What follows belongs to an exercise in optimizing a design on an open flow for small area and a short achievable clock period; a production flow would make more cautious choices.
The RTL was checked by simulation tests, not by an equivalence proof against the original design.
Power is estimated from default activity; no workload was simulated.

==> flow/design.v, too long to show whole: its modules and the start of the top module <==
// module Decoder: 17 lines
// module ARITHMETIC_UNIT: 1202 lines
// module lOGIC_UNIT: 32 lines
// module CMP_UNIT: 30 lines
// module SHIFT_UNIT: 32 lines
// module ALU_TOP: 21 lines
module ALU_TOP #(parameter width = 16)
(
    input wire [width-1:0] A, B,
    input wire [3:0] ALU_FUN,
    input wire CLK, RST,
    output wire [(width*2)-1:0] Arith_OUT,
    output wire [width-1:0] Logic_OUT, CMP_OUT,
    output wire [width:0] SHIFT_OUT,
    output wire Carry_OUT, Arith_Flag, Logic_Flag, CMP_Flag, SHIFT_Flag
);
  // ...
==> flow/run.sh <==
#!/bin/bash
# synth_recipe.tcl (not shown) runs the flow's synth.tcl, then flattens the netlist and writes it again
# the make line also repeats each setting of config.mk as NAME=value (left out here)
make -C /OpenROAD-flow-scripts/flow DESIGN_CONFIG=/design/flow/config.mk WORK_HOME=/design/flow/orfs CLKGATE_MAP_FILE= SYNTH_SCRIPT=/design/flow/synth_recipe.tcl finish
==> flow/config.mk <==
export PLATFORM = sky130hd
export DESIGN_NAME = ALU_TOP
export DESIGN_NICKNAME = ALU_TOP
export VERILOG_FILES = /design/flow/design.v
export SDC_FILE = /design/flow/constraint.sdc
export NUM_CORES = 4
export LEC_CHECK = 0
export ABC_AREA = 1
export ABC_CLOCK_PERIOD_IN_PS = 90000
export CAP_MARGIN = 20
export CORE_MARGIN = 2
export CORE_UTILIZATION = 40
export SLEW_MARGIN = 20
==> flow/constraint.sdc <==
create_clock -name core_clock -period 90.0 [get_ports {CLK}]
set_input_delay 18.0000 -clock core_clock [delete_from_list [all_inputs] [get_ports {CLK}]]
set_output_delay 18.0000 -clock core_clock [all_outputs]
set_load 0.01 [all_outputs]
==> summary.md, run 1 <==
| Metric | Value |
|---|---|
| Area occupied by registers | `1780 um^2` |
| Post-detailed-placement cell area | `19400 um^2` |
| Post-synthesis share of cell area spent on and, or, nand and nor gates | `0.343` |
| Critical path type | `primary input to flip-flop` |
| Part of the power in combinational logic | `0.836` |
| CTS H-Tree Depth | `3` |
| Registers with the highest flip-flop counts | `ARITHMETIC_UNIT.Arith_OUT (32), SHIFT_UNIT.SHIFT_OUT (17), lOGIC_UNIT.Logic_OUT (16)` |
| Count of flip-flops and latches | `71` |
| Post-route DRC violation count | `0` |
| Critical Path Sink | `ARITHMETIC_UNIT.Arith_OUT[18]$_DFF_PN0_` |
| Proportion of layout cells with a drive suffix above 1 | `0.0988` |
| Chip height | `218 um` |
| Multi-input comb cells | `2201` |
| Largest net degree at the start of global routing | `72` |
| Portion of the post-synthesis area used by sequential elements | `0.0970` |
| Synth Flop Type | `sky130_fd_sc_hd__dfrtp_1` |
| Cell type with the highest aggregate area in the netlist | `sky130_fd_sc_hd__nand2_1` |
| Number of hold-slack violations in the final timing report | `0` |
| CTS Root Cell | `sky130_fd_sc_hd__clkbuf_16` |
| DP Worst Slack | `53.18 ns` |
| Per-instance average area after synthesis | `6.48 um^2` |
| Crit-path most repeated cell | `sky130_fd_sc_hd__nand2_1` |
| Number of flip-flops under the largest register name | `32` |
| Slew at the pin closest to its max-slew limit | `1.10 ns` |
| Met1 routed wirelength after detailed routing | `26.8 mm` |
| Switching portion of total power | `0.554` |
| Top cell family by delay on the critical path | `simple AND/OR/NAND/NOR gates` |
| Relative area change from synthesis to final layout | `7.56%` |
| Result of the run | `complete, no violations` |
| Slew HR | `0.266` |
| Worst setup slack after layout | `53.25 ns` |
| Nets@finish | `3035` |
| Number of detailed-routing iterations run before antenna repair | `6` |
| Global-route wire length before repair | `102 mm` |
| Most frequent cells after synthesis | `sky130_fd_sc_hd__nand2_1, sky130_fd_sc_hd__inv_1, sky130_fd_sc_hd__nand3_1` |
| Area used by multi-input combinational logic | `14000 um^2` |
| Global-route track usage on met1 | `0.346` |
==> run 2: changes to the inputs <==
--- a/flow/design.v
+++ b/flow/design.v
@@ -20,17 +20,17 @@
     input wire signed [width-1:0] A, B,
     input wire [3:0] ALU_FUN,
     input wire Arith_Enable, CLK, RST,
     output reg signed [(width*2)-1:0] Arith_OUT,
     output reg Carry_OUT,
     output reg Arith_Flag,
     output wire A_eq_B, A_lt_B
 );
-    wire [15:0] q;
+    wire [14:0] q;
     wire sub = ALU_FUN[0] | ALU_FUN[3];
     wire [16:0] as17 = {A[15], A} + ({B[15], B} ^ {17{sub}}) + {16'b0, sub};
     assign A_eq_B = ~|as17[15:0];
     assign A_lt_B = as17[16] ^ A[15] ^ B[15];    
     wire bneg0 = B[1];
     wire bone0 = B[0] ^ 1'b0;
     wire btwo0 = (B[1] & ~B[0] & ~1'b0) | (~B[1] & B[0] & 1'b0);
     wire bp_0_0 = ~(((bone0 & A[0]) | (btwo0 & 1'b0)) ^ bneg0);
@@ -494,128 +494,139 @@
     wire [15:0] ob = ~nb;              
     wire [15:0] alo;
     assign alo[0] = 1'b0;
     genvar gi;
     generate for (gi = 1; gi < 16; gi = gi + 1) begin : absa
         assign alo[gi] = alo[gi-1] | A[gi-1];
     end endgenerate
     wire [15:0] ua = A ^ ({16{sa}} & alo);    
-    wire d1_g289 = ua[15] & ob[0];
-    wire d1_t290 = ua[15] | ob[0];
+    wire amin = sa & ~alo[15] & ~A[14];
+    wire [14:0] ud = ua[14:0] | {15{amin}};
+    wire [15:0] blo;
+    assign blo[0] = 1'b0;
+    generate for (gi = 1; gi < 16; gi = gi + 1) begin : pw
+        assign blo[gi] = blo[gi-1] | nb[gi-1];
+    end endgenerate
+    wire b_two_bits = |(nb & blo);
+    wire b_gap = |(~nb[14:0] & nb[15:1]);
+    wire bpow2 = sb ? ~b_gap : (|nb & ~b_two_bits);
+    wire qinc = amin & bpow2;
+    wire d1_g289 = ud[14] & ob[0];
+    wire d1_t290 = ud[14] | ob[0];
     wire d1_G291 = d1_g289 | (d1_t290 & nsb);
     wire hz1 = ~|nb[15:1];
-    assign q[15] = hz1 & d1_G291;
-    wire r1_292 = ua[15] ^ (q[15] & (ob[0] ^ nsb));
-    wire d2_g293 = ua[14] & ob[0];
+    assign q[14] = hz1 & d1_G291;
+    wire r1_292 = ud[14] ^ (q[14] & (ob[0] ^ nsb));
+    wire d2_g293 = ud[13] & ob[0];
     wire d2_g294 = r1_292 & ob[1];
-    wire d2_t295 = ua[14] | ob[0];
+    wire d2_t295 = ud[13] | ob[0];
     wire d2_t296 = r1_292 | ob[1];
     wire d2_G297 = d2_g293 | (d2_t295 & nsb);
     wire d2_G298 = d2_g294 | (d2_t296 & d2_G297);
     wire hz2 = ~|nb[15:2];
-    assign q[14] = hz2 & d2_G298;
-    wire r2_299 = ua[14] ^ (q[14] & (ob[0] ^ nsb));
-    wire r2_300 = r1_292 ^ (q[14] & (ob[1] ^ d2_G297));
-    wire d3_g301 = ua[13] & ob[0];
+    assign q[13] = hz2 & d2_G298;
+    wire r2_299 = ud[13] ^ (q[13] & (ob[0] ^ nsb));
+    wire r2_300 = r1_292 ^ (q[13] & (ob[1] ^ d2_G297));
+    wire d3_g301 = ud[12] & ob[0];
     wire d3_g302 = r2_299 & ob[1];
     wire d3_g303 = r2_300 & ob[2];
-    wire d3_t304 = ua[13] | ob[0];
+    wire d3_t304 = ud[12] | ob[0];
     wire d3_t305 = r2_299 | ob[1];
     wire d3_t306 = r2_300 | ob[2];
     wire d3_G307 = d3_g301 | (d3_t304 & nsb);
     wire d3_G308 = d3_g302 | (d3_t305 & d3_G307);
     wire d3_G309 = d3_g303 | (d3_t306 & d3_G308);
     wire hz3 = ~|nb[15:3];
-    assign q[13] = hz3 & d3_G309;
-    wire r3_310 = ua[13] ^ (q[13] & (ob[0] ^ nsb));
-    wire r3_311 = r2_299 ^ (q[13] & (ob[1] ^ d3_G307));
-    wire r3_312 = r2_300 ^ (q[13] & (ob[2] ^ d3_G308));
-    wire d4_g313 = ua[12] & ob[0];
+    assign q[12] = hz3 & d3_G309;
+    wire r3_310 = ud[12] ^ (q[12] & (ob[0] ^ nsb));
+    wire r3_311 = r2_299 ^ (q[12] & (ob[1] ^ d3_G307));
+    wire r3_312 = r2_300 ^ (q[12] & (ob[2] ^ d3_G308));
+    wire d4_g313 = ud[11] & ob[0];
     wire d4_g314 = r3_310 & ob[1];
     wire d4_g315 = r3_311 & ob[2];
     wire d4_g316 = r3_312 & ob[3];
-    wire d4_t317 = ua[12] | ob[0];
+    wire d4_t317 = ud[11] | ob[0];
     wire d4_t318 = r3_310 | ob[1];
     wire d4_t319 = r3_311 | ob[2];
     wire d4_t320 = r3_312 | ob[3];
     wire d4_G321 = d4_g313 | (d4_t317 & nsb);
     wire d4_G322 = d4_g314 | (d4_t318 & d4_G321);
     wire d4_G323 = d4_g316 | (d4_t320 & d4_g315);
     wire d4_T324 = d4_t320 & d4_t319;
     wire d4_G325 = d4_G323 | (d4_T324 & d4_G322);
     wire d4_G326 = d4_g315 | (d4_t319 & d4_G322);
     wire hz4 = ~|nb[15:4];
-    assign q[12] = hz4 & d4_G325;
-    wire r4_327 = ua[12] ^ (q[12] & (ob[0] ^ nsb));
-    wire r4_328 = r3_310 ^ (q[12] & (ob[1] ^ d4_G321));
-    wire r4_329 = r3_311 ^ (q[12] & (ob[2] ^ d4_G322));
-    wire r4_330 = r3_312 ^ (q[12] & (ob[3] ^ d4_G326));
-    wire d5_g331 = ua[11] & ob[0];
+    assign q[11] = hz4 & d4_G325;
+    wire r4_327 = ud[11] ^ (q[11] & (ob[0] ^ nsb));
+    wire r4_328 = r3_310 ^ (q[11] & (ob[1] ^ d4_G321));
+    wire r4_329 = r3_311 ^ (q[11] & (ob[2] ^ d4_G322));
+    wire r4_330 = r3_312 ^ (q[11] & (ob[3] ^ d4_G326));
+    wire d5_g331 = ud[10] & ob[0];
     wire d5_g332 = r4_327 & ob[1];
     wire d5_g333 = r4_328 & ob[2];
     wire d5_g334 = r4_329 & ob[3];
     wire d5_g335 = r4_330 & ob[4];
-    wire d5_t336 = ua[11] | ob[0];
+    wire d5_t336 = ud[10] | ob[0];
     wire d5_t337 = r4_327 | ob[1];
     wire d5_t338 = r4_328 | ob[2];
     wire d5_t339 = r4_329 | ob[3];
     wire d5_t340 = r4_330 | ob[4];
     wire d5_G341 = d5_g331 | (d5_t336 & nsb);
     wire d5_G342 = d5_g332 | (d5_t337 & d5_G341);
     wire d5_G343 = d5_g334 | (d5_t339 & d5_g333);
     wire d5_T344 = d5_t339 & d5_t338;
     wire d5_G345 = d5_G343 | (d5_T344 & d5_G342);
     wire d5_G346 = d5_g333 | (d5_t338 & d5_G342);
     wire d5_G347 = d5_g335 | (d5_t340 & d5_G345);
     wire hz5 = ~|nb[15:5];
-    assign q[11] = hz5 & d5_G347;
-    wire r5_348 = ua[11] ^ (q[11] & (ob[0] ^ nsb));
-    wire r5_349 = r4_327 ^ (q[11] & (ob[1] ^ d5_G341));
-    wire r5_350 = r4_328 ^ (q[11] & (ob[2] ^ d5_G342));
-    wire r5_351 = r4_329 ^ (q[11] & (ob[3] ^ d5_G346));
-    wire r5_352 = r4_330 ^ (q[11] & (ob[4] ^ d5_G345));
-    wire d6_g353 = ua[10] & ob[0];
+    assign q[10] = hz5 & d5_G347;
+    wire r5_348 = ud[10] ^ (q[10] & (ob[0] ^ nsb));
+    wire r5_349 = r4_327 ^ (q[10] & (ob[1] ^ d5_G341));
+    wire r5_350 = r4_328 ^ (q[10] & (ob[2] ^ d5_G342));
+    wire r5_351 = r4_329 ^ (q[10] & (ob[3] ^ d5_G346));
+    wire r5_352 = r4_330 ^ (q[10] & (ob[4] ^ d5_G345));
+    wire d6_g353 = ud[9] & ob[0];
     wire d6_g354 = r5_348 & ob[1];
     wire d6_g355 = r5_349 & ob[2];
     wire d6_g356 = r5_350 & ob[3];
     wire d6_g357 = r5_351 & ob[4];
     wire d6_g358 = r5_352 & ob[5];
-    wire d6_t359 = ua[10] | ob[0];
+    wire d6_t359 = ud[9] | ob[0];
     wire d6_t360 = r5_348 | ob[1];
     wire d6_t361 = r5_349 | ob[2];
     wire d6_t362 = r5_350 | ob[3];
     wire d6_t363 = r5_351 | ob[4];
     wire d6_t364 = r5_352 | ob[5];
     wire d6_G365 = d6_g353 | (d6_t359 & nsb);
     wire d6_G366 = d6_g354 | (d6_t360 & d6_G365);
     wire d6_G367 = d6_g356 | (d6_t362 & d6_g355);
     wire d6_T368 = d6_t362 & d6_t361;
     wire d6_G369 = d6_g358 | (d6_t364 & d6_g357);
     wire d6_T370 = d6_t364 & d6_t363;
     wire d6_G371 = d6_G367 | (d6_T368 & d6_G366);
     wire d6_G372 = d6_G369 | (d6_T370 & d6_G371);
     wire d6_G373 = d6_g355 | (d6_t361 & d6_G366);
     wire d6_G374 = d6_g357 | (d6_t363 & d6_G371);
     wire hz6 = ~|nb[15:6];
-    assign q[10] = hz6 & d6_G372;
-    wire r6_375 = ua[10] ^ (q[10] & (ob[0] ^ nsb));
-    wire r6_376 = r5_348 ^ (q[10] & (ob[1] ^ d6_G365));
-    wire r6_377 = r5_349 ^ (q[10] & (ob[2] ^ d6_G366));
-    wire r6_378 = r5_350 ^ (q[10] & (ob[3] ^ d6_G373));
-    wire r6_379 = r5_351 ^ (q[10] & (ob[4] ^ d6_G371));
-    wire r6_380 = r5_352 ^ (q[10] & (ob[5] ^ d6_G374));
-    wire d7_g381 = ua[9] & ob[0];
+    assign q[9] = hz6 & d6_G372;
+    wire r6_375 = ud[9] ^ (q[9] & (ob[0] ^ nsb));
+    wire r6_376 = r5_348 ^ (q[9] & (ob[1] ^ d6_G365));
+    wire r6_377 = r5_349 ^ (q[9] & (ob[2] ^ d6_G366));
+    wire r6_378 = r5_350 ^ (q[9] & (ob[3] ^ d6_G373));
+    wire r6_379 = r5_351 ^ (q[9] & (ob[4] ^ d6_G371));
+    wire r6_380 = r5_352 ^ (q[9] & (ob[5] ^ d6_G374));
+    wire d7_g381 = ud[8] & ob[0];
     wire d7_g382 = r6_375 & ob[1];
     wire d7_g383 = r6_376 & ob[2];
     wire d7_g384 = r6_377 & ob[3];
     wire d7_g385 = r6_378 & ob[4];
     wire d7_g386 = r6_379 & ob[5];
     wire d7_g387 = r6_380 & ob[6];
-    wire d7_t388 = ua[9] | ob[0];
+    wire d7_t388 = ud[8] | ob[0];
     wire d7_t389 = r6_375 | ob[1];
     wire d7_t390 = r6_376 | ob[2];
     wire d7_t391 = r6_377 | ob[3];
     wire d7_t392 = r6_378 | ob[4];
     wire d7_t393 = r6_379 | ob[5];
     wire d7_t394 = r6_380 | ob[6];
     wire d7_G395 = d7_g381 | (d7_t388 & nsb);
     wire d7_G396 = d7_g382 | (d7_t389 & d7_G395);
@@ -624,33 +635,33 @@
     wire d7_G399 = d7_g386 | (d7_t393 & d7_g385);
     wire d7_T400 = d7_t393 & d7_t392;
     wire d7_G401 = d7_G397 | (d7_T398 & d7_G396);
     wire d7_G402 = d7_G399 | (d7_T400 & d7_G401);
     wire d7_G403 = d7_g383 | (d7_t390 & d7_G396);
     wire d7_G404 = d7_g385 | (d7_t392 & d7_G401);
     wire d7_G405 = d7_g387 | (d7_t394 & d7_G402);
     wire hz7 = ~|nb[15:7];
-    assign q[9] = hz7 & d7_G405;
-    wire r7_406 = ua[9] ^ (q[9] & (ob[0] ^ nsb));
-    wire r7_407 = r6_375 ^ (q[9] & (ob[1] ^ d7_G395));
-    wire r7_408 = r6_376 ^ (q[9] & (ob[2] ^ d7_G396));
-    wire r7_409 = r6_377 ^ (q[9] & (ob[3] ^ d7_G403));
-    wire r7_410 = r6_378 ^ (q[9] & (ob[4] ^ d7_G401));
-    wire r7_411 = r6_379 ^ (q[9] & (ob[5] ^ d7_G404));
-    wire r7_412 = r6_380 ^ (q[9] & (ob[6] ^ d7_G402));
-    wire d8_g413 = ua[8] & ob[0];
+    assign q[8] = hz7 & d7_G405;
+    wire r7_406 = ud[8] ^ (q[8] & (ob[0] ^ nsb));
+    wire r7_407 = r6_375 ^ (q[8] & (ob[1] ^ d7_G395));
+    wire r7_408 = r6_376 ^ (q[8] & (ob[2] ^ d7_G396));
+    wire r7_409 = r6_377 ^ (q[8] & (ob[3] ^ d7_G403));
+    wire r7_410 = r6_378 ^ (q[8] & (ob[4] ^ d7_G401));
+    wire r7_411 = r6_379 ^ (q[8] & (ob[5] ^ d7_G404));
+    wire r7_412 = r6_380 ^ (q[8] & (ob[6] ^ d7_G402));
+    wire d8_g413 = ud[7] & ob[0];
     wire d8_g414 = r7_406 & ob[1];
     wire d8_g415 = r7_407 & ob[2];
     wire d8_g416 = r7_408 & ob[3];
     wire d8_g417 = r7_409 & ob[4];
     wire d8_g418 = r7_410 & ob[5];
     wire d8_g419 = r7_411 & ob[6];
     wire d8_g420 = r7_412 & ob[7];
-    wire d8_t421 = ua[8] | ob[0];
+    wire d8_t421 = ud[7] | ob[0];
     wire d8_t422 = r7_406 | ob[1];
     wire d8_t423 = r7_407 | ob[2];
     wire d8_t424 = r7_408 | ob[3];
     wire d8_t425 = r7_409 | ob[4];
     wire d8_t426 = r7_410 | ob[5];
     wire d8_t427 = r7_411 | ob[6];
     wire d8_t428 = r7_412 | ob[7];
     wire d8_G429 = d8_g413 | (d8_t421 & nsb);
@@ -665,35 +676,35 @@
     wire d8_G438 = d8_G435 | (d8_T436 & d8_G433);
     wire d8_T439 = d8_T436 & d8_T434;
     wire d8_G440 = d8_G438 | (d8_T439 & d8_G437);
     wire d8_G441 = d8_G433 | (d8_T434 & d8_G437);
     wire d8_G442 = d8_g415 | (d8_t423 & d8_G430);
     wire d8_G443 = d8_g417 | (d8_t425 & d8_G437);
     wire d8_G444 = d8_g419 | (d8_t427 & d8_G441);
     wire hz8 = ~|nb[15:8];
-    assign q[8] = hz8 & d8_G440;
-    wire r8_445 = ua[8] ^ (q[8] & (ob[0] ^ nsb));
-    wire r8_446 = r7_406 ^ (q[8] & (ob[1] ^ d8_G429));
-    wire r8_447 = r7_407 ^ (q[8] & (ob[2] ^ d8_G430));
-    wire r8_448 = r7_408 ^ (q[8] & (ob[3] ^ d8_G442));
-    wire r8_449 = r7_409 ^ (q[8] & (ob[4] ^ d8_G437));
-    wire r8_450 = r7_410 ^ (q[8] & (ob[5] ^ d8_G443));
-    wire r8_451 = r7_411 ^ (q[8] & (ob[6] ^ d8_G441));
-    wire r8_452 = r7_412 ^ (q[8] & (ob[7] ^ d8_G444));
-    wire d9_g453 = ua[7] & ob[0];
+    assign q[7] = hz8 & d8_G440;
+    wire r8_445 = ud[7] ^ (q[7] & (ob[0] ^ nsb));
+    wire r8_446 = r7_406 ^ (q[7] & (ob[1] ^ d8_G429));
+    wire r8_447 = r7_407 ^ (q[7] & (ob[2] ^ d8_G430));
+    wire r8_448 = r7_408 ^ (q[7] & (ob[3] ^ d8_G442));
+    wire r8_449 = r7_409 ^ (q[7] & (ob[4] ^ d8_G437));
+    wire r8_450 = r7_410 ^ (q[7] & (ob[5] ^ d8_G443));
+    wire r8_451 = r7_411 ^ (q[7] & (ob[6] ^ d8_G441));
+    wire r8_452 = r7_412 ^ (q[7] & (ob[7] ^ d8_G444));
+    wire d9_g453 = ud[6] & ob[0];
     wire d9_g454 = r8_445 & ob[1];
     wire d9_g455 = r8_446 & ob[2];
     wire d9_g456 = r8_447 & ob[3];
     wire d9_g457 = r8_448 & ob[4];
     wire d9_g458 = r8_449 & ob[5];
     wire d9_g459 = r8_450 & ob[6];
     wire d9_g460 = r8_451 & ob[7];
     wire d9_g461 = r8_452 & ob[8];
-    wire d9_t462 = ua[7] | ob[0];
+    wire d9_t462 = ud[6] | ob[0];
     wire d9_t463 = r8_445 | ob[1];
     wire d9_t464 = r8_446 | ob[2];
     wire d9_t465 = r8_447 | ob[3];
     wire d9_t466 = r8_448 | ob[4];
     wire d9_t467 = r8_449 | ob[5];
     wire d9_t468 = r8_450 | ob[6];
     wire d9_t469 = r8_451 | ob[7];
     wire d9_t470 = r8_452 | ob[8];
@@ -710,37 +721,37 @@
     wire d9_T481 = d9_T478 & d9_T476;
     wire d9_G482 = d9_G480 | (d9_T481 & d9_G479);
     wire d9_G483 = d9_G475 | (d9_T476 & d9_G479);
     wire d9_G484 = d9_g455 | (d9_t464 & d9_G472);
     wire d9_G485 = d9_g457 | (d9_t466 & d9_G479);
     wire d9_G486 = d9_g459 | (d9_t468 & d9_G483);
     wire d9_G487 = d9_g461 | (d9_t470 & d9_G482);
     wire hz9 = ~|nb[15:9];
-    assign q[7] = hz9 & d9_G487;
-    wire r9_488 = ua[7] ^ (q[7] & (ob[0] ^ nsb));
-    wire r9_489 = r8_445 ^ (q[7] & (ob[1] ^ d9_G471));
-    wire r9_490 = r8_446 ^ (q[7] & (ob[2] ^ d9_G472));
-    wire r9_491 = r8_447 ^ (q[7] & (ob[3] ^ d9_G484));
-    wire r9_492 = r8_448 ^ (q[7] & (ob[4] ^ d9_G479));
-    wire r9_493 = r8_449 ^ (q[7] & (ob[5] ^ d9_G485));
-    wire r9_494 = r8_450 ^ (q[7] & (ob[6] ^ d9_G483));
-    wire r9_495 = r8_451 ^ (q[7] & (ob[7] ^ d9_G486));
-    wire r9_496 = r8_452 ^ (q[7] & (ob[8] ^ d9_G482));
-    wire d10_g497 = ua[6] & ob[0];
+    assign q[6] = hz9 & d9_G487;
+    wire r9_488 = ud[6] ^ (q[6] & (ob[0] ^ nsb));
+    wire r9_489 = r8_445 ^ (q[6] & (ob[1] ^ d9_G471));
+    wire r9_490 = r8_446 ^ (q[6] & (ob[2] ^ d9_G472));
+    wire r9_491 = r8_447 ^ (q[6] & (ob[3] ^ d9_G484));
+    wire r9_492 = r8_448 ^ (q[6] & (ob[4] ^ d9_G479));
+    wire r9_493 = r8_449 ^ (q[6] & (ob[5] ^ d9_G485));
+    wire r9_494 = r8_450 ^ (q[6] & (ob[6] ^ d9_G483));
+    wire r9_495 = r8_451 ^ (q[6] & (ob[7] ^ d9_G486));
+    wire r9_496 = r8_452 ^ (q[6] & (ob[8] ^ d9_G482));
+    wire d10_g497 = ud[5] & ob[0];
     wire d10_g498 = r9_488 & ob[1];
     wire d10_g499 = r9_489 & ob[2];
     wire d10_g500 = r9_490 & ob[3];
     wire d10_g501 = r9_491 & ob[4];
     wire d10_g502 = r9_492 & ob[5];
     wire d10_g503 = r9_493 & ob[6];
     wire d10_g504 = r9_494 & ob[7];
     wire d10_g505 = r9_495 & ob[8];
     wire d10_g506 = r9_496 & ob[9];
-    wire d10_t507 = ua[6] | ob[0];
+    wire d10_t507 = ud[5] | ob[0];
     wire d10_t508 = r9_488 | ob[1];
     wire d10_t509 = r9_489 | ob[2];
     wire d10_t510 = r9_490 | ob[3];
     wire d10_t511 = r9_491 | ob[4];
     wire d10_t512 = r9_492 | ob[5];
     wire d10_t513 = r9_493 | ob[6];
     wire d10_t514 = r9_494 | ob[7];
     wire d10_t515 = r9_495 | ob[8];
@@ -761,39 +772,39 @@
     wire d10_G530 = d10_G528 | (d10_T529 & d10_G527);
     wire d10_G531 = d10_G521 | (d10_T522 & d10_G527);
     wire d10_G532 = d10_G525 | (d10_T526 & d10_G530);
     wire d10_G533 = d10_g499 | (d10_t509 & d10_G518);
     wire d10_G534 = d10_g501 | (d10_t511 & d10_G527);
     wire d10_G535 = d10_g503 | (d10_t513 & d10_G531);
     wire d10_G536 = d10_g505 | (d10_t515 & d10_G530);
     wire hz10 = ~|nb[15:10];
-    assign q[6] = hz10 & d10_G532;
-    wire r10_537 = ua[6] ^ (q[6] & (ob[0] ^ nsb));
-    wire r10_538 = r9_488 ^ (q[6] & (ob[1] ^ d10_G517));
-    wire r10_539 = r9_489 ^ (q[6] & (ob[2] ^ d10_G518));
-    wire r10_540 = r9_490 ^ (q[6] & (ob[3] ^ d10_G533));
-    wire r10_541 = r9_491 ^ (q[6] & (ob[4] ^ d10_G527));
-    wire r10_542 = r9_492 ^ (q[6] & (ob[5] ^ d10_G534));
-    wire r10_543 = r9_493 ^ (q[6] & (ob[6] ^ d10_G531));
-    wire r10_544 = r9_494 ^ (q[6] & (ob[7] ^ d10_G535));
-    wire r10_545 = r9_495 ^ (q[6] & (ob[8] ^ d10_G530));
-    wire r10_546 = r9_496 ^ (q[6] & (ob[9] ^ d10_G536));
-    wire d11_g547 = ua[5] & ob[0];
+    assign q[5] = hz10 & d10_G532;
+    wire r10_537 = ud[5] ^ (q[5] & (ob[0] ^ nsb));
+    wire r10_538 = r9_488 ^ (q[5] & (ob[1] ^ d10_G517));
+    wire r10_539 = r9_489 ^ (q[5] & (ob[2] ^ d10_G518));
+    wire r10_540 = r9_490 ^ (q[5] & (ob[3] ^ d10_G533));
+    wire r10_541 = r9_491 ^ (q[5] & (ob[4] ^ d10_G527));
+    wire r10_542 = r9_492 ^ (q[5] & (ob[5] ^ d10_G534));
+    wire r10_543 = r9_493 ^ (q[5] & (ob[6] ^ d10_G531));
+    wire r10_544 = r9_494 ^ (q[5] & (ob[7] ^ d10_G535));
+    wire r10_545 = r9_495 ^ (q[5] & (ob[8] ^ d10_G530));
+    wire r10_546 = r9_496 ^ (q[5] & (ob[9] ^ d10_G536));
+    wire d11_g547 = ud[4] & ob[0];
     wire d11_g548 = r10_537 & ob[1];
     wire d11_g549 = r10_538 & ob[2];
     wire d11_g550 = r10_539 & ob[3];
     wire d11_g551 = r10_540 & ob[4];
     wire d11_g552 = r10_541 & ob[5];
     wire d11_g553 = r10_542 & ob[6];
     wire d11_g554 = r10_543 & ob[7];
     wire d11_g555 = r10_544 & ob[8];
     wire d11_g556 = r10_545 & ob[9];
     wire d11_g557 = r10_546 & ob[10];
-    wire d11_t558 = ua[5] | ob[0];
+    wire d11_t558 = ud[4] | ob[0];
     wire d11_t559 = r10_537 | ob[1];
     wire d11_t560 = r10_538 | ob[2];
     wire d11_t561 = r10_539 | ob[3];
     wire d11_t562 = r10_540 | ob[4];
     wire d11_t563 = r10_541 | ob[5];
     wire d11_t564 = r10_542 | ob[6];
     wire d11_t565 = r10_543 | ob[7];
     wire d11_t566 = r10_544 | ob[8];
@@ -816,41 +827,41 @@
     wire d11_G583 = d11_G573 | (d11_T574 & d11_G579);
     wire d11_G584 = d11_G577 | (d11_T578 & d11_G582);
     wire d11_G585 = d11_g549 | (d11_t560 & d11_G570);
     wire d11_G586 = d11_g551 | (d11_t562 & d11_G579);
     wire d11_G587 = d11_g553 | (d11_t564 & d11_G583);
     wire d11_G588 = d11_g555 | (d11_t566 & d11_G582);
     wire d11_G589 = d11_g557 | (d11_t568 & d11_G584);
     wire hz11 = ~|nb[15:11];
-    assign q[5] = hz11 & d11_G589;
-    wire r11_590 = ua[5] ^ (q[5] & (ob[0] ^ nsb));
-    wire r11_591 = r10_537 ^ (q[5] & (ob[1] ^ d11_G569));
-    wire r11_592 = r10_538 ^ (q[5] & (ob[2] ^ d11_G570));
-    wire r11_593 = r10_539 ^ (q[5] & (ob[3] ^ d11_G585));
-    wire r11_594 = r10_540 ^ (q[5] & (ob[4] ^ d11_G579));
-    wire r11_595 = r10_541 ^ (q[5] & (ob[5] ^ d11_G586));
-    wire r11_596 = r10_542 ^ (q[5] & (ob[6] ^ d11_G583));
-    wire r11_597 = r10_543 ^ (q[5] & (ob[7] ^ d11_G587));
-    wire r11_598 = r10_544 ^ (q[5] & (ob[8] ^ d11_G582));
-    wire r11_599 = r10_545 ^ (q[5] & (ob[9] ^ d11_G588));
-    wire r11_600 = r10_546 ^ (q[5] & (ob[10] ^ d11_G584));
-    wire d12_g601 = ua[4] & ob[0];
+    assign q[4] = hz11 & d11_G589;
+    wire r11_590 = ud[4] ^ (q[4] & (ob[0] ^ nsb));
+    wire r11_591 = r10_537 ^ (q[4] & (ob[1] ^ d11_G569));
+    wire r11_592 = r10_538 ^ (q[4] & (ob[2] ^ d11_G570));
+    wire r11_593 = r10_539 ^ (q[4] & (ob[3] ^ d11_G585));
+    wire r11_594 = r10_540 ^ (q[4] & (ob[4] ^ d11_G579));
+    wire r11_595 = r10_541 ^ (q[4] & (ob[5] ^ d11_G586));
+    wire r11_596 = r10_542 ^ (q[4] & (ob[6] ^ d11_G583));
+    wire r11_597 = r10_543 ^ (q[4] & (ob[7] ^ d11_G587));
+    wire r11_598 = r10_544 ^ (q[4] & (ob[8] ^ d11_G582));
+    wire r11_599 = r10_545 ^ (q[4] & (ob[9] ^ d11_G588));
+    wire r11_600 = r10_546 ^ (q[4] & (ob[10] ^ d11_G584));
+    wire d12_g601 = ud[3] & ob[0];
     wire d12_g602 = r11_590 & ob[1];
     wire d12_g603 = r11_591 & ob[2];
     wire d12_g604 = r11_592 & ob[3];
     wire d12_g605 = r11_593 & ob[4];
     wire d12_g606 = r11_594 & ob[5];
     wire d12_g607 = r11_595 & ob[6];
     wire d12_g608 = r11_596 & ob[7];
     wire d12_g609 = r11_597 & ob[8];
     wire d12_g610 = r11_598 & ob[9];
     wire d12_g611 = r11_599 & ob[10];
     wire d12_g612 = r11_600 & ob[11];
-    wire d12_t613 = ua[4] | ob[0];
+    wire d12_t613 = ud[3] | ob[0];
     wire d12_t614 = r11_590 | ob[1];
     wire d12_t615 = r11_591 | ob[2];
     wire d12_t616 = r11_592 | ob[3];
     wire d12_t617 = r11_593 | ob[4];
     wire d12_t618 = r11_594 | ob[5];
     wire d12_t619 = r11_595 | ob[6];
     wire d12_t620 = r11_596 | ob[7];
     wire d12_t621 = r11_597 | ob[8];
@@ -879,43 +890,43 @@
     wire d12_G644 = d12_G629 | (d12_T630 & d12_G637);
     wire d12_G645 = d12_G633 | (d12_T634 & d12_G642);
     wire d12_G646 = d12_g603 | (d12_t615 & d12_G626);
     wire d12_G647 = d12_g605 | (d12_t617 & d12_G637);
     wire d12_G648 = d12_g607 | (d12_t619 & d12_G644);
     wire d12_G649 = d12_g609 | (d12_t621 & d12_G642);
     wire d12_G650 = d12_g611 | (d12_t623 & d12_G645);
     wire hz12 = ~|nb[15:12];
-    assign q[4] = hz12 & d12_G643;
-    wire r12_651 = ua[4] ^ (q[4] & (ob[0] ^ nsb));
-    wire r12_652 = r11_590 ^ (q[4] & (ob[1] ^ d12_G625));
-    wire r12_653 = r11_591 ^ (q[4] & (ob[2] ^ d12_G626));
-    wire r12_654 = r11_592 ^ (q[4] & (ob[3] ^ d12_G646));
-    wire r12_655 = r11_593 ^ (q[4] & (ob[4] ^ d12_G637));
-    wire r12_656 = r11_594 ^ (q[4] & (ob[5] ^ d12_G647));
-    wire r12_657 = r11_595 ^ (q[4] & (ob[6] ^ d12_G644));
-    wire r12_658 = r11_596 ^ (q[4] & (ob[7] ^ d12_G648));
-    wire r12_659 = r11_597 ^ (q[4] & (ob[8] ^ d12_G642));
-    wire r12_660 = r11_598 ^ (q[4] & (ob[9] ^ d12_G649));
-    wire r12_661 = r11_599 ^ (q[4] & (ob[10] ^ d12_G645));
-    wire r12_662 = r11_600 ^ (q[4] & (ob[11] ^ d12_G650));
-    wire d13_g663 = ua[3] & ob[0];
+    assign q[3] = hz12 & d12_G643;
+    wire r12_651 = ud[3] ^ (q[3] & (ob[0] ^ nsb));
+    wire r12_652 = r11_590 ^ (q[3] & (ob[1] ^ d12_G625));
+    wire r12_653 = r11_591 ^ (q[3] & (ob[2] ^ d12_G626));
+    wire r12_654 = r11_592 ^ (q[3] & (ob[3] ^ d12_G646));
+    wire r12_655 = r11_593 ^ (q[3] & (ob[4] ^ d12_G637));
+    wire r12_656 = r11_594 ^ (q[3] & (ob[5] ^ d12_G647));
+    wire r12_657 = r11_595 ^ (q[3] & (ob[6] ^ d12_G644));
+    wire r12_658 = r11_596 ^ (q[3] & (ob[7] ^ d12_G648));
+    wire r12_659 = r11_597 ^ (q[3] & (ob[8] ^ d12_G642));
+    wire r12_660 = r11_598 ^ (q[3] & (ob[9] ^ d12_G649));
+    wire r12_661 = r11_599 ^ (q[3] & (ob[10] ^ d12_G645));
+    wire r12_662 = r11_600 ^ (q[3] & (ob[11] ^ d12_G650));
+    wire d13_g663 = ud[2] & ob[0];
     wire d13_g664 = r12_651 & ob[1];
     wire d13_g665 = r12_652 & ob[2];
     wire d13_g666 = r12_653 & ob[3];
     wire d13_g667 = r12_654 & ob[4];
     wire d13_g668 = r12_655 & ob[5];
     wire d13_g669 = r12_656 & ob[6];
     wire d13_g670 = r12_657 & ob[7];
     wire d13_g671 = r12_658 & ob[8];
     wire d13_g672 = r12_659 & ob[9];
     wire d13_g673 = r12_660 & ob[10];
     wire d13_g674 = r12_661 & ob[11];
     wire d13_g675 = r12_662 & ob[12];
-    wire d13_t676 = ua[3] | ob[0];
+    wire d13_t676 = ud[2] | ob[0];
     wire d13_t677 = r12_651 | ob[1];
     wire d13_t678 = r12_652 | ob[2];
     wire d13_t679 = r12_653 | ob[3];
     wire d13_t680 = r12_654 | ob[4];
     wire d13_t681 = r12_655 | ob[5];
     wire d13_t682 = r12_656 | ob[6];
     wire d13_t683 = r12_657 | ob[7];
     wire d13_t684 = r12_658 | ob[8];
@@ -946,45 +957,45 @@
     wire d13_G709 = d13_G697 | (d13_T698 & d13_G706);
     wire d13_G710 = d13_g665 | (d13_t678 & d13_G690);
     wire d13_G711 = d13_g667 | (d13_t680 & d13_G701);
     wire d13_G712 = d13_g669 | (d13_t682 & d13_G708);
     wire d13_G713 = d13_g671 | (d13_t684 & d13_G706);
     wire d13_G714 = d13_g673 | (d13_t686 & d13_G709);
     wire d13_G715 = d13_g675 | (d13_t688 & d13_G707);
     wire hz13 = ~|nb[15:13];
-    assign q[3] = hz13 & d13_G715;
-    wire r13_716 = ua[3] ^ (q[3] & (ob[0] ^ nsb));
-    wire r13_717 = r12_651 ^ (q[3] & (ob[1] ^ d13_G689));
-    wire r13_718 = r12_652 ^ (q[3] & (ob[2] ^ d13_G690));
-    wire r13_719 = r12_653 ^ (q[3] & (ob[3] ^ d13_G710));
-    wire r13_720 = r12_654 ^ (q[3] & (ob[4] ^ d13_G701));
-    wire r13_721 = r12_655 ^ (q[3] & (ob[5] ^ d13_G711));
-    wire r13_722 = r12_656 ^ (q[3] & (ob[6] ^ d13_G708));
-    wire r13_723 = r12_657 ^ (q[3] & (ob[7] ^ d13_G712));
-    wire r13_724 = r12_658 ^ (q[3] & (ob[8] ^ d13_G706));
-    wire r13_725 = r12_659 ^ (q[3] & (ob[9] ^ d13_G713));
-    wire r13_726 = r12_660 ^ (q[3] & (ob[10] ^ d13_G709));
-    wire r13_727 = r12_661 ^ (q[3] & (ob[11] ^ d13_G714));
-    wire r13_728 = r12_662 ^ (q[3] & (ob[12] ^ d13_G707));
-    wire d14_g729 = ua[2] & ob[0];
+    assign q[2] = hz13 & d13_G715;
+    wire r13_716 = ud[2] ^ (q[2] & (ob[0] ^ nsb));
+    wire r13_717 = r12_651 ^ (q[2] & (ob[1] ^ d13_G689));
+    wire r13_718 = r12_652 ^ (q[2] & (ob[2] ^ d13_G690));
+    wire r13_719 = r12_653 ^ (q[2] & (ob[3] ^ d13_G710));
+    wire r13_720 = r12_654 ^ (q[2] & (ob[4] ^ d13_G701));
+    wire r13_721 = r12_655 ^ (q[2] & (ob[5] ^ d13_G711));
+    wire r13_722 = r12_656 ^ (q[2] & (ob[6] ^ d13_G708));
+    wire r13_723 = r12_657 ^ (q[2] & (ob[7] ^ d13_G712));
+    wire r13_724 = r12_658 ^ (q[2] & (ob[8] ^ d13_G706));
+    wire r13_725 = r12_659 ^ (q[2] & (ob[9] ^ d13_G713));
+    wire r13_726 = r12_660 ^ (q[2] & (ob[10] ^ d13_G709));
+    wire r13_727 = r12_661 ^ (q[2] & (ob[11] ^ d13_G714));
+    wire r13_728 = r12_662 ^ (q[2] & (ob[12] ^ d13_G707));
+    wire d14_g729 = ud[1] & ob[0];
     wire d14_g730 = r13_716 & ob[1];
     wire d14_g731 = r13_717 & ob[2];
     wire d14_g732 = r13_718 & ob[3];
     wire d14_g733 = r13_719 & ob[4];
     wire d14_g734 = r13_720 & ob[5];
     wire d14_g735 = r13_721 & ob[6];
     wire d14_g736 = r13_722 & ob[7];
     wire d14_g737 = r13_723 & ob[8];
     wire d14_g738 = r13_724 & ob[9];
     wire d14_g739 = r13_725 & ob[10];
     wire d14_g740 = r13_726 & ob[11];
     wire d14_g741 = r13_727 & ob[12];
     wire d14_g742 = r13_728 & ob[13];
-    wire d14_t743 = ua[2] | ob[0];
+    wire d14_t743 = ud[1] | ob[0];
     wire d14_t744 = r13_716 | ob[1];
     wire d14_t745 = r13_717 | ob[2];
     wire d14_t746 = r13_718 | ob[3];
     wire d14_t747 = r13_719 | ob[4];
     wire d14_t748 = r13_720 | ob[5];
     wire d14_t749 = r13_721 | ob[6];
     wire d14_t750 = r13_722 | ob[7];
     wire d14_t751 = r13_723 | ob[8];
@@ -1019,47 +1030,47 @@
     wire d14_G780 = d14_G769 | (d14_T770 & d14_G777);
     wire d14_G781 = d14_g731 | (d14_t745 & d14_G758);
     wire d14_G782 = d14_g733 | (d14_t747 & d14_G771);
     wire d14_G783 = d14_g735 | (d14_t749 & d14_G778);
     wire d14_G784 = d14_g737 | (d14_t751 & d14_G776);
     wire d14_G785 = d14_g739 | (d14_t753 & d14_G779);
     wire d14_G786 = d14_g741 | (d14_t755 & d14_G777);
     wire hz14 = ~|nb[15:14];
-    assign q[2] = hz14 & d14_G780;
-    wire r14_787 = ua[2] ^ (q[2] & (ob[0] ^ nsb));
-    wire r14_788 = r13_716 ^ (q[2] & (ob[1] ^ d14_G757));
-    wire r14_789 = r13_717 ^ (q[2] & (ob[2] ^ d14_G758));
-    wire r14_790 = r13_718 ^ (q[2] & (ob[3] ^ d14_G781));
-    wire r14_791 = r13_719 ^ (q[2] & (ob[4] ^ d14_G771));
-    wire r14_792 = r13_720 ^ (q[2] & (ob[5] ^ d14_G782));
-    wire r14_793 = r13_721 ^ (q[2] & (ob[6] ^ d14_G778));
-    wire r14_794 = r13_722 ^ (q[2] & (ob[7] ^ d14_G783));
-    wire r14_795 = r13_723 ^ (q[2] & (ob[8] ^ d14_G776));
-    wire r14_796 = r13_724 ^ (q[2] & (ob[9] ^ d14_G784));
-    wire r14_797 = r13_725 ^ (q[2] & (ob[10] ^ d14_G779));
-    wire r14_798 = r13_726 ^ (q[2] & (ob[11] ^ d14_G785));
-    wire r14_799 = r13_727 ^ (q[2] & (ob[12] ^ d14_G777));
-    wire r14_800 = r13_728 ^ (q[2] & (ob[13] ^ d14_G786));
-    wire d15_g801 = ua[1] & ob[0];
+    assign q[1] = hz14 & d14_G780;
+    wire r14_787 = ud[1] ^ (q[1] & (ob[0] ^ nsb));
+    wire r14_788 = r13_716 ^ (q[1] & (ob[1] ^ d14_G757));
+    wire r14_789 = r13_717 ^ (q[1] & (ob[2] ^ d14_G758));
+    wire r14_790 = r13_718 ^ (q[1] & (ob[3] ^ d14_G781));
+    wire r14_791 = r13_719 ^ (q[1] & (ob[4] ^ d14_G771));
+    wire r14_792 = r13_720 ^ (q[1] & (ob[5] ^ d14_G782));
+    wire r14_793 = r13_721 ^ (q[1] & (ob[6] ^ d14_G778));
+    wire r14_794 = r13_722 ^ (q[1] & (ob[7] ^ d14_G783));
+    wire r14_795 = r13_723 ^ (q[1] & (ob[8] ^ d14_G776));
+    wire r14_796 = r13_724 ^ (q[1] & (ob[9] ^ d14_G784));
+    wire r14_797 = r13_725 ^ (q[1] & (ob[10] ^ d14_G779));
+    wire r14_798 = r13_726 ^ (q[1] & (ob[11] ^ d14_G785));
+    wire r14_799 = r13_727 ^ (q[1] & (ob[12] ^ d14_G777));
+    wire r14_800 = r13_728 ^ (q[1] & (ob[13] ^ d14_G786));
+    wire d15_g801 = ud[0] & ob[0];
     wire d15_g802 = r14_787 & ob[1];
     wire d15_g803 = r14_788 & ob[2];
     wire d15_g804 = r14_789 & ob[3];
     wire d15_g805 = r14_790 & ob[4];
     wire d15_g806 = r14_791 & ob[5];
     wire d15_g807 = r14_792 & ob[6];
     wire d15_g808 = r14_793 & ob[7];
     wire d15_g809 = r14_794 & ob[8];
     wire d15_g810 = r14_795 & ob[9];
     wire d15_g811 = r14_796 & ob[10];
     wire d15_g812 = r14_797 & ob[11];
     wire d15_g813 = r14_798 & ob[12];
     wire d15_g814 = r14_799 & ob[13];
     wire d15_g815 = r14_800 & ob[14];
-    wire d15_t816 = ua[1] | ob[0];
+    wire d15_t816 = ud[0] | ob[0];
     wire d15_t817 = r14_787 | ob[1];
     wire d15_t818 = r14_788 | ob[2];
     wire d15_t819 = r14_789 | ob[3];
     wire d15_t820 = r14_790 | ob[4];
     wire d15_t821 = r14_791 | ob[5];
     wire d15_t822 = r14_792 | ob[6];
     wire d15_t823 = r14_793 | ob[7];
     wire d15_t824 = r14_794 | ob[8];
@@ -1095,111 +1106,26 @@
     wire d15_G854 = d15_G843 | (d15_T844 & d15_G851);
     wire d15_G855 = d15_g803 | (d15_t818 & d15_G832);
     wire d15_G856 = d15_g805 | (d15_t820 & d15_G845);
     wire d15_G857 = d15_g807 | (d15_t822 & d15_G852);
     wire d15_G858 = d15_g809 | (d15_t824 & d15_G850);
     wire d15_G859 = d15_g811 | (d15_t826 & d15_G853);
     wire d15_G860 = d15_g813 | (d15_t828 & d15_G851);
     wire d15_G861 = d15_g815 | (d15_t830 & d15_G854);
-    wire hz15 = ~|nb[15:15];
-    assign q[1] = hz15 & d15_G861;
-    wire r15_862 = ua[1] ^ (q[1] & (ob[0] ^ nsb));
-    wire r15_863 = r14_787 ^ (q[1] & (ob[1] ^ d15_G831));
-    wire r15_864 = r14_788 ^ (q[1] & (ob[2] ^ d15_G832));
-    wire r15_865 = r14_789 ^ (q[1] & (ob[3] ^ d15_G855));
-    wire r15_866 = r14_790 ^ (q[1] & (ob[4] ^ d15_G845));
-    wire r15_867 = r14_791 ^ (q[1] & (ob[5] ^ d15_G856));
-    wire r15_868 = r14_792 ^ (q[1] & (ob[6] ^ d15_G852));
-    wire r15_869 = r14_793 ^ (q[1] & (ob[7] ^ d15_G857));
-    wire r15_870 = r14_794 ^ (q[1] & (ob[8] ^ d15_G850));
-    wire r15_871 = r14_795 ^ (q[1] & (ob[9] ^ d15_G858));
-    wire r15_872 = r14_796 ^ (q[1] & (ob[10] ^ d15_G853));
-    wire r15_873 = r14_797 ^ (q[1] & (ob[11] ^ d15_G859));
-    wire r15_874 = r14_798 ^ (q[1] & (ob[12] ^ d15_G851));
-    wire r15_875 = r14_799 ^ (q[1] & (ob[13] ^ d15_G860));
-    wire r15_876 = r14_800 ^ (q[1] & (ob[14] ^ d15_G854));
-    wire d16_g877 = ua[0] & ob[0];
-    wire d16_g878 = r15_862 & ob[1];
-    wire d16_g879 = r15_863 & ob[2];
-    wire d16_g880 = r15_864 & ob[3];
-    wire d16_g881 = r15_865 & ob[4];
-    wire d16_g882 = r15_866 & ob[5];
-    wire d16_g883 = r15_867 & ob[6];
-    wire d16_g884 = r15_868 & ob[7];
-    wire d16_g885 = r15_869 & ob[8];
-    wire d16_g886 = r15_870 & ob[9];
-    wire d16_g887 = r15_871 & ob[10];
-    wire d16_g888 = r15_872 & ob[11];
-    wire d16_g889 = r15_873 & ob[12];
-    wire d16_g890 = r15_874 & ob[13];
-    wire d16_g891 = r15_875 & ob[14];
-    wire d16_g892 = r15_876 & ob[15];
-    wire d16_t893 = ua[0] | ob[0];
-    wire d16_t894 = r15_862 | ob[1];
-    wire d16_t895 = r15_863 | ob[2];
-    wire d16_t896 = r15_864 | ob[3];
-    wire d16_t897 = r15_865 | ob[4];
-    wire d16_t898 = r15_866 | ob[5];
-    wire d16_t899 = r15_867 | ob[6];
-    wire d16_t900 = r15_868 | ob[7];
-    wire d16_t901 = r15_869 | ob[8];
-    wire d16_t902 = r15_870 | ob[9];
-    wire d16_t903 = r15_871 | ob[10];
-    wire d16_t904 = r15_872 | ob[11];
-    wire d16_t905 = r15_873 | ob[12];
-    wire d16_t906 = r15_874 | ob[13];
-    wire d16_t907 = r15_875 | ob[14];
-    wire d16_t908 = r15_876 | ob[15];
-    wire d16_G909 = d16_g877 | (d16_t893 & nsb);
-    wire d16_G910 = d16_g878 | (d16_t894 & d16_G909);
-    wire d16_G911 = d16_g880 | (d16_t896 & d16_g879);
-    wire d16_T912 = d16_t896 & d16_t895;
-    wire d16_G913 = d16_g882 | (d16_t898 & d16_g881);
-    wire d16_T914 = d16_t898 & d16_t897;
-    wire d16_G915 = d16_g884 | (d16_t900 & d16_g883);
-    wire d16_T916 = d16_t900 & d16_t899;
-    wire d16_G917 = d16_g886 | (d16_t902 & d16_g885);
-    wire d16_T918 = d16_t902 & d16_t901;
-    wire d16_G919 = d16_g888 | (d16_t904 & d16_g887);
-    wire d16_T920 = d16_t904 & d16_t903;
-    wire d16_G921 = d16_g890 | (d16_t906 & d16_g889);
-    wire d16_T922 = d16_t906 & d16_t905;
-    wire d16_G923 = d16_g892 | (d16_t908 & d16_g891);
-    wire d16_T924 = d16_t908 & d16_t907;
-    wire d16_G925 = d16_G911 | (d16_T912 & d16_G910);
-    wire d16_G926 = d16_G915 | (d16_T916 & d16_G913);
-    wire d16_T927 = d16_T916 & d16_T914;
-    wire d16_G928 = d16_G919 | (d16_T920 & d16_G917);
-    wire d16_T929 = d16_T920 & d16_T918;
-    wire d16_G930 = d16_G923 | (d16_T924 & d16_G921);
-    wire d16_T931 = d16_T924 & d16_T922;
-    wire d16_G932 = d16_G926 | (d16_T927 & d16_G925);
-    wire d16_G933 = d16_G930 | (d16_T931 & d16_G928);
-    wire d16_T934 = d16_T931 & d16_T929;
-    wire d16_G935 = d16_G933 | (d16_T934 & d16_G932);
-    wire d16_G936 = d16_G928 | (d16_T929 & d16_G932);
-    wire d16_G937 = d16_G913 | (d16_T914 & d16_G925);
-    wire d16_G938 = d16_G917 | (d16_T918 & d16_G932);
-    wire d16_G939 = d16_G921 | (d16_T922 & d16_G936);
-    wire d16_G940 = d16_g879 | (d16_t895 & d16_G910);
-    wire d16_G941 = d16_g881 | (d16_t897 & d16_G925);
-    wire d16_G942 = d16_g883 | (d16_t899 & d16_G937);
-    wire d16_G943 = d16_g885 | (d16_t901 & d16_G932);
-    wire d16_G944 = d16_g887 | (d16_t903 & d16_G938);
-    wire d16_G945 = d16_g889 | (d16_t905 & d16_G936);
-    wire d16_G946 = d16_g891 | (d16_t907 & d16_G939);
-    assign q[0] = d16_G935;
+    assign q[0] = d15_G861;    
     wire sq = sa ^ sb;
-    wire [15:0] qlo;
-    assign qlo[0] = 1'b0;
-    generate for (gi = 1; gi < 16; gi = gi + 1) begin : negq
-        assign qlo[gi] = qlo[gi-1] | q[gi-1];
+    wire [16:0] qv = {2'b00, q} ^ {17{sq}};
+    wire qci = qinc ^ sq;
+    wire [16:0] qall;
+    assign qall[0] = qci;
+    generate for (gi = 1; gi < 17; gi = gi + 1) begin : incq
+        assign qall[gi] = qall[gi-1] & qv[gi-1];
     end endgenerate
-    wire [16:0] quo = {sq & (|q), q ^ ({16{sq}} & qlo)};
+    wire [16:0] quo = qv ^ qall;
     wire bnz = |B;
     reg [31:0] res;
     always @(*) begin
         case (ALU_FUN[1:0])
             2'b10: res = prod;
             2'b11: res = bnz ? {{15{quo[16]}}, quo} : 32'b0;
             default: res = {{15{as17[16]}}, as17};
         endcase
==> run 2 against run 1 <==
Cell area is 4.1% lower. Synthesized area fell by 6.2%. Still clean. Synthesized cell count fell by 5.3%.
==> summary.md, run 2 <==
| Metric | Value |
|---|---|
| Result of the run | `complete, no violations` |
| Placement Rows | `75` |
| Fraction of the cycle the final worst path needs | `0.424` |
| Number of antenna repair diodes | `0` |
| Aggregate global-route resource usage | `0.290` |
| Worst vdd ir | `0.0430 mV` |
| Count of input and output buffers | `109` |
| Most used cells in the layout excluding fill and tap cells | `sky130_fd_sc_hd__nand2_1, sky130_fd_sc_hd__inv_1, sky130_fd_sc_hd__nand3_1, sky130_fd_sc_hd__xor2_1, sky130_fd_sc_hd__a21oi_1` |
| Post-synth design cell area | `17200 um^2` |
| Most frequent cells after synthesis | `sky130_fd_sc_hd__nand2_1, sky130_fd_sc_hd__inv_1, sky130_fd_sc_hd__nand3_1` |
| Detailed Route WL | `64.2 mm` |
| Number of global-route vias before repair | `18000` |
| Largest cells by area after synthesis | `sky130_fd_sc_hd__nand2_1, sky130_fd_sc_hd__fa_1, sky130_fd_sc_hd__xor2_1, sky130_fd_sc_hd__dfrtp_1, sky130_fd_sc_hd__inv_1` |
| Global-route wire length before repair | `100 mm (-2.1%)` |
| EDFF count, synth | `0` |
| Antenna-violating nets left | `0` |
| Worst path slowest cell | `sky130_fd_sc_hd__nor2_1` |
| Core utilization of the finished layout | `0.449` |
| Proportion of layout cells with a drive suffix above 1 | `0.0852 (-0.0136)` |
| Critical path fanouts, max | `17` |
| Clock slew seen by the registers of the worst setup and hold paths | `0.08 ns` |
| Starting utilization of the core area | `0.408` |
| Setup Viol. Count Final | `0` |
| I/O pin cnt | `124` |
| Routed length per placed instance | `19.8 um` |
| Fmax achieved | `26.2 MHz` |
| Share of synthesized registers carrying an async set or reset | `1.00` |
| Setup repair after global routing missed its margin | `no` |
| Post-detailed-placement cell area | `18600 um^2 (-4.0%)` |
| Synth Flop Type | `sky130_fd_sc_hd__dfrtp_1` |
| Post-route DRC violation count | `0 (unchanged)` |
| Number of unique standard cell types used by synthesis | `57` |
| Number of flip-flops under the largest register name | `32 (unchanged)` |
| Number of resized instances in the post-cts repair step | `0` |
| Clock tree from TritonCTS | `yes` |
| Endpoint arrival time on the critical path | `38.40 ns` |
| Number of hold-slack violations in the final timing report | `0 (unchanged)` |
| Areal power density over the cells | `23.0 nW/um^2` |
| CTS Root Cell | `sky130_fd_sc_hd__clkbuf_16` |
| Minimum period implied by the final worst setup slack | `38.13 ns` |
| Total number of vias | `18500` |
| Drt via density | `5.69` |
| Per-instance average area after synthesis | `6.42 um^2 (-0.95%)` |
| Slew HR | `0.321 (+0.0559)` |
| Iter 0 DRT Violations | `1883` |
| Core area | `42100 um^2` |
| Overall die width | `211 um` |
| Nets@finish | `2918 (-3.9%)` |
| Portion of the post-synthesis area used by sequential elements | `0.103 (+0.00641)` |
| Commonest non-fill, non-tap cell in the layout | `sky130_fd_sc_hd__nand2_1` |
| Half-perimeter wire length of the detailed placement result | `48.5 mm` |
| Total CTS buffers | `9` |
| Max Cap Violations | `0` |
| Kind of capture point of the worst setup path | `flip-flop` |
| Required @ worst endpoint | `90.27 ns` |
| Post-CTS Setup Inserts | `0` |
| Delay of the slowest cell on the worst path | `0.77 ns` |
| Top cell type's share of synthesized area | `0.141` |
| Chip height | `211 um (-3.1%)` |
| Finished Cell Area | `18900 um^2` |
| Setup TNS Final | `0 ns` |
| Registers with the highest flip-flop counts | `ARITHMETIC_UNIT.Arith_OUT (32), SHIFT_UNIT.SHIFT_OUT (17), lOGIC_UNIT.Logic_OUT (16)` |
| Number of detailed-routing iterations run before antenna repair | `5 (-1)` |
| Weighted congestion at the end of routability-driven global placement | `0.967` |
| Slew at the pin closest to its max-slew limit | `1.01 ns (-0.0875 ns)` |
| Number of instances in the synthesized netlist | `2677` |
| Antenna violations before repair | `0` |
| Critical path type | `primary input to flip-flop` |
| Cell type with the highest aggregate area in the netlist | `sky130_fd_sc_hd__nand2_1` |
| Total overflow reported by the global router | `0` |
| Pins over their slew limit | `0` |
| Largest net degree at the start of global routing | `58 (-19%)` |
| Worst setup slack after layout | `51.87 ns (-1.38 ns)` |
| Most flops, register | `ARITHMETIC_UNIT.Arith_OUT` |
| Clock net sink count | `71` |
| Number of synthesized register bits | `71` |
| Fillers | `4395` |
| Top-count cell post-synth | `sky130_fd_sc_hd__nand2_1` |
| Die Footprint | `44600 um^2` |
| CTS H-Tree Depth | `3 (unchanged)` |
| Worst hold path class | `primary input to async pin` |
| Maximum buffer depth of the clock tree | `2` |
| Crit-path most repeated cell | `sky130_fd_sc_hd__nand2_1` |
| DP Worst Slack | `51.42 ns (-1.77 ns)` |
| Hold buffer count at CTS | `0` |
| Element type at the critical path start | `primary input` |
| Count of warnings emitted by yosys | `5` |
| Relative area change from synthesis to final layout | `10.0%` |
| Static Leakage | `9.60 nW` |
-- run 2: changes by cell type after synthesis, sizes merged, moves of 5 or more --
cell / delta
o22ai: +15
inv: -19
o21ai: -11
buf: -15
a22oi: -6
ha: +16
clkinv: -5
nand3: -27
a221oi: -15
nand2: -115
a21oi: +22
a31oi: -5
nor2: +17
or2: -5
-- run 2: report_power, final --
group          internal, mW  leakage [nW]  switching, mW
clock                0.0192         0.135         0.0175
sequential           0.0355         0.954        0.00157
combinational         0.140          8.51          0.221
-- run 2: stage by stage --
step                instances  hold WS, ns  power (mW)
finish                   3249        17.50       0.435
global route             3249        17.51       0.482
CTS                      3249        17.50       0.434
detailed placement       3233        17.90       0.396
global placement         3233        17.90       0.391
floorplan                2690        17.70       0.273
-- run 2: cell families (layout without fill, tap and decap cells) --
kind of cell	after synthesis	after routing	share of synthesized area
simple gates	1226	1226	0.321
buf+inv	529	549	0.126
compound gates	436	436	0.146
xor+xnor	237	237	0.126
fa+ha+maj	175	175	0.176
flops	71	71	0.103
mux	2	2	0.00117
other cells	1	14	0.000218
-- run 2: worst max-delay path: cells and delay by family --
| family | cells | cell delay (ns) |
|---|---|---|
| AND/OR/NAND/NOR | 99 | 12.41 |
| XOR/XNOR | 1 | 0.62 |
| adder cells (fa/ha/maj) | 16 | 3.10 |
| AO/OA/AOI/OAI | 11 | 2.14 |
| buffers and inverters | 16 | 2.10 |
-- run 2: per-layer routing --
metal,share of wire,GRT usage,wire [um]
met1,0.40,0.366,25900
met5,0,0,0
met4,0.047,0.137,3020
met2,0.47,0.493,30500
met3,0.075,0.0335,4810
-- run 2: final cells by class --
cell class | count | area (um^2) | share of cell area
Clock inverter | 7 | 61.3 | 0.00324
Timing Repair Buffer | 156 | 1430 | 0.0757
Clock buffer | 9 | 225 | 0.0119
Tap cell | 539 | 674 | 0.0357
Inverter | 377 | 1420 | 0.0750
Sequential cell | 71 | 1780 | 0.0940
Multi-Input combinational cell | 2090 | 13300 | 0.704
-- run 2: final timing paths --
path,from,endpoint,slack (ns),depth (start not counted)
worst max-delay path,B[9],ARITHMETIC_UNIT.Arith_OUT[30]$_DFF_PN0_,51.87,143
min in group core_clock,ALU_FUN[1],ARITHMETIC_UNIT.Arith_OUT[16]$_DFF_PN0_,18.29,3
max in group asynchronous,RST,ARITHMETIC_UNIT.Arith_OUT[28]$_DFF_PN0_,71.46,2
worst min-delay path,RST,ARITHMETIC_UNIT.Arith_Flag$_DFF_PN0_,17.50,1
==> run 3: changes to the inputs <==
==> flow/flow/run.sh (new file) <==
#!/bin/bash
# The standard layout (the standard.sh: ORFS synthesis through finish).
# The one change: every input and output port still gets its own buffer, but a
# plain sky130_fd_sc_hd__buf_1 instead of the delay cell buffer_ports picks by itself.
set -euo pipefail
export BUFFER_PORTS_ARGS="-buffer_cell sky130_fd_sc_hd__buf_1"
bash standard.sh > standard.log 2>&1
==> flow/standard.sh (new file) <==
#!/bin/bash
# synth_recipe.tcl (not shown) runs the flow's synth.tcl, then flattens the netlist and writes it again
# the make line also repeats each setting of config.mk as NAME=value (left out here)
make -C /OpenROAD-flow-scripts/flow DESIGN_CONFIG=/design/flow/config.mk WORK_HOME=/design/flow/orfs CLKGATE_MAP_FILE= SYNTH_SCRIPT=/design/flow/synth_recipe.tcl "${@:-finish}"
removed: flow/run.sh
==> run 3 against run 2 <==
Still clean on timing, DRC and antenna. Clock power is 14% higher. Cell area fell by 2.8%. Routed wire length is 3.0% higher. Global-route usage rose by 0.76 points. Critical path type unchanged. Largest cell class unchanged.
==> summary.md, run 3 <==
| Metric | Value |
|---|---|
| Registers with the highest flip-flop counts | `ARITHMETIC_UNIT.Arith_OUT (32), SHIFT_UNIT.SHIFT_OUT (17), lOGIC_UNIT.Logic_OUT (16)` |
| Relative area change from synthesis to final layout | `6.98%` |
| EDFF count, synth | `0 (unchanged)` |
| Kind of capture point of the worst setup path | `flip-flop` |
| Detailed Route WL | `66.1 mm (+3.0%)` |
| Required @ worst endpoint | `90.28 ns (about the same)` |
| Number of detailed-routing iterations run before antenna repair | `8 (+3)` |
| Number of flip-flops under the largest register name | `32 (unchanged)` |
| Half-perimeter wire length of the detailed placement result | `50.4 mm (+3.9%)` |
| Post-CTS Setup Inserts | `0 (unchanged)` |
| Iter 0 DRT Violations | `1699 (-9.8%)` |
| Worst vdd ir | `0.0544 mV (+27%)` |
| Endpoint arrival time on the critical path | `38.17 ns (-0.23 ns)` |
| Aggregate global-route resource usage | `0.297 (+0.00759)` |
| Synth Flop Type | `sky130_fd_sc_hd__dfrtp_1` |
| Number of synthesized register bits | `71 (unchanged)` |
| Most used cells in the layout excluding fill and tap cells | `sky130_fd_sc_hd__nand2_1, sky130_fd_sc_hd__inv_1, sky130_fd_sc_hd__nand3_1, sky130_fd_sc_hd__xor2_1, sky130_fd_sc_hd__a21oi_1` |
| Post-Synth Adder-Cell Area | `0.176 (unchanged)` |
| Antenna-violating nets left | `0 (unchanged)` |
| Setup repair after global routing missed its margin | `no` |
| Cell type with the highest aggregate area in the netlist | `sky130_fd_sc_hd__nand2_1` |
| Worst hold path class | `primary input to async pin` |
| Static Leakage | `9.44 nW (-1.7%)` |
| Result of the run | `complete, no violations` |
| Total CTS buffers | `9 (unchanged)` |
| Multiplexer area fraction after synthesis | `0.00117 (unchanged)` |
| Portion of the post-synthesis area used by sequential elements | `0.103 (unchanged)` |
| Clock net sink count | `71 (unchanged)` |
| Minimum period implied by the final worst setup slack | `37.89 ns (-0.239 ns)` |
| Worst-case hold slack | `17.85 ns (+0.358 ns)` |
| Post-route DRC violation count | `0 (unchanged)` |
| Starting utilization of the core area | `0.408 (unchanged)` |
| Antenna violations before repair | `3 (+3)` |
| Delay of the slowest cell on the worst path | `0.81 ns (+0.04 ns)` |
| Slew at the pin closest to its max-slew limit | `1.06 ns (+0.0430 ns)` |
| Slew HR | `0.293 (-0.0288)` |
| Number of unique standard cell types used by synthesis | `57 (unchanged)` |
| Die Footprint | `44600 um^2 (unchanged)` |
| Setup Viol. Count Final | `0 (unchanged)` |
| Number of instances in the synthesized netlist | `2677 (unchanged)` |
| Placement Rows | `75 (unchanged)` |
| Finished Cell Area | `18400 um^2 (-2.8%)` |
| Setup TNS Final | `0 ns (unchanged)` |
| Maximum buffer depth of the clock tree | `2 (unchanged)` |
| Hold buffer count at CTS | `0 (unchanged)` |
| Launch point of the worst path | `B[15]` |
| Overall die width | `211 um (unchanged)` |
| Count of input and output buffers | `109 (unchanged)` |
| Pins over their slew limit | `0 (unchanged)` |
| Element type at the critical path start | `primary input` |
| Commonest non-fill, non-tap cell in the layout | `sky130_fd_sc_hd__nand2_1` |
| Total number of vias | `18500 (+0.022%)` |
| Crit-path most repeated cell | `sky130_fd_sc_hd__nand2_1` |
| Top cell type's share of synthesized area | `0.141 (unchanged)` |
| Global-route wire length before repair | `102 mm (+1.8%)` |
| Fillers | `4485 (+2.0%)` |
| Number of resized instances in the post-cts repair step | `0 (unchanged)` |
| Share of synthesized registers carrying an async set or reset | `1.00 (unchanged)` |
| Clock tree from TritonCTS | `yes` |
| Main combinational cell family by area after synthesis | `simple AND/OR/NAND/NOR gates` |
| Post-detailed-placement cell area | `18000 um^2 (-3.1%)` |
| Max Cap Violations | `0 (unchanged)` |
| Nets@finish | `2931 (+0.45%)` |
| Number of hold-slack violations in the final timing report | `0 (unchanged)` |
| Critical path type | `primary input to flip-flop` |
| Fmax achieved | `26.4 MHz (+0.63%)` |
| Drt via density | `5.67 (-0.41%)` |
| Post-synthesis share of cell area spent on and, or, nand and nor gates | `0.321 (unchanged)` |
| Total overflow reported by the global router | `0 (unchanged)` |
| Proportion of layout cells with a drive suffix above 1 | `0.0896 (+0.00437)` |
| Chip height | `211 um (unchanged)` |
-- run 3: critical path: cells and delay by family --
kind | cells | cell delay (ns)
AND/OR/NAND/NOR | 109 | 12.98
adder cells (fa/ha/maj) | 17 | 3.56
buffers and inverters | 13 | 1.94
AO/OA/AOI/OAI | 6 | 1.33
XOR/XNOR | 1 | 0.20
-- run 3: worst max path at each step --
stage                                                    endpoint  slack [ns]  cells after the start
after global routing      ARITHMETIC_UNIT.Arith_OUT[28]$_DFF_PN0_       49.89                    144
after CTS                 ARITHMETIC_UNIT.Arith_OUT[18]$_DFF_PN0_       52.08                    146
after global placement    ARITHMETIC_UNIT.Arith_OUT[26]$_DFF_PN0_       52.33                    148
after floorplan           ARITHMETIC_UNIT.Arith_OUT[24]$_DFF_PN0_       55.56                    163
final                     ARITHMETIC_UNIT.Arith_OUT[16]$_DFF_PN0_       52.11                    146
after detailed placement  ARITHMETIC_UNIT.Arith_OUT[16]$_DFF_PN0_       51.77                    146
-- run 3: where the power goes --
part | switching [mW] | internal, mW | leakage, nW
registers | 0.00154 | 0.0355 | 0.954
clock network | 0.0173 | 0.0247 | 0.162
logic | 0.230 | 0.137 | 8.32
-- run 3: per-layer routing --
metal  GRT usage  up-vias  routed length [um]
li1            -     8750                   -
met1       0.363     8727               26200
met2       0.511      800               31700
met3      0.0430      209                4770
met4       0.147        4                3430
met5           0        -                  30
-- run 3: logic make-up (layout without fill, tap and decap cells) --
logic type | count (synthesis) | after routing
simple gates | 1226 | 1226
mux | 2 | 2
other cells | 1 | 15
compound gates | 436 | 436
flops | 71 | 71
xor+xnor | 237 | 237
buf+inv | 529 | 562
fa+ha+maj | 175 | 175
-- run 3: through the flow --
| stage | cells | power (mW) | setup slack (ns) |
|---|---|---|---|
| 2_1_floorplan | 2690 | 0.273 | 55.56 |
| 6_report | 3263 | 0.446 | 52.11 |
| 5_1_grt | 3262 | 0.490 | 49.89 |
| 3_3_place_gp | 3244 | 0.396 | 52.33 |
| 3_5_place_dp | 3244 | 0.401 | 51.77 |
| 4_1_cts | 3260 | 0.445 | 52.08 |
-- run 3: layout make-up --
type / instances / area (um^2) / share of cell area
inverters: 377 / 1420 / 0.0772
diodes: 1 / 2.50 / 0.000136
multi-input cells: 2090 / 13300 / 0.724
flip-flops and latches: 71 / 1780 / 0.0967
repair buffers: 169 / 867 / 0.0472
well taps: 539 / 674 / 0.0367
clock buffers: 9 / 225 / 0.0123
clock inverters: 7 / 103 / 0.00558

static timing again, ports no longer ideal:
In the flow no input, the clock included, has a driving cell. The finished layouts below were timed again as built, in two steps. Step 1 assumes that a clkbuf_16 drives the clock port and a buf_2 every other input. Step 2 moves the port delays by t, midway between the first and last clock arrival at a register: inputs arrive t later, outputs are due t later. That takes back most of the time a late clock gives input paths. Three values: no drivers, after step 1, after step 2; two values: the first two.
run | t, ns | setup WS [ns] | hold slack, ns | worst setup path at the end | cell pins on the clock port's net
run 1 | 0.413 | 53.248 / 53.275 / 52.862 | 17.777 / 17.753 / 18.166 | input to register | 1
run 2 | 0.412 | 51.872 / 51.894 / 51.482 | 17.495 / 17.474 / 17.886 | input to register | 1
run 3 | 0.409 | 52.112 / 52.130 / 51.721 | 17.853 / 17.834 / 18.243 | input to register | 1
After both steps setup and hold are still met in every run listed. The setup slack of run 3, which loses most, moves by +0.018 ns with the drivers and by -0.391 ns with both steps.
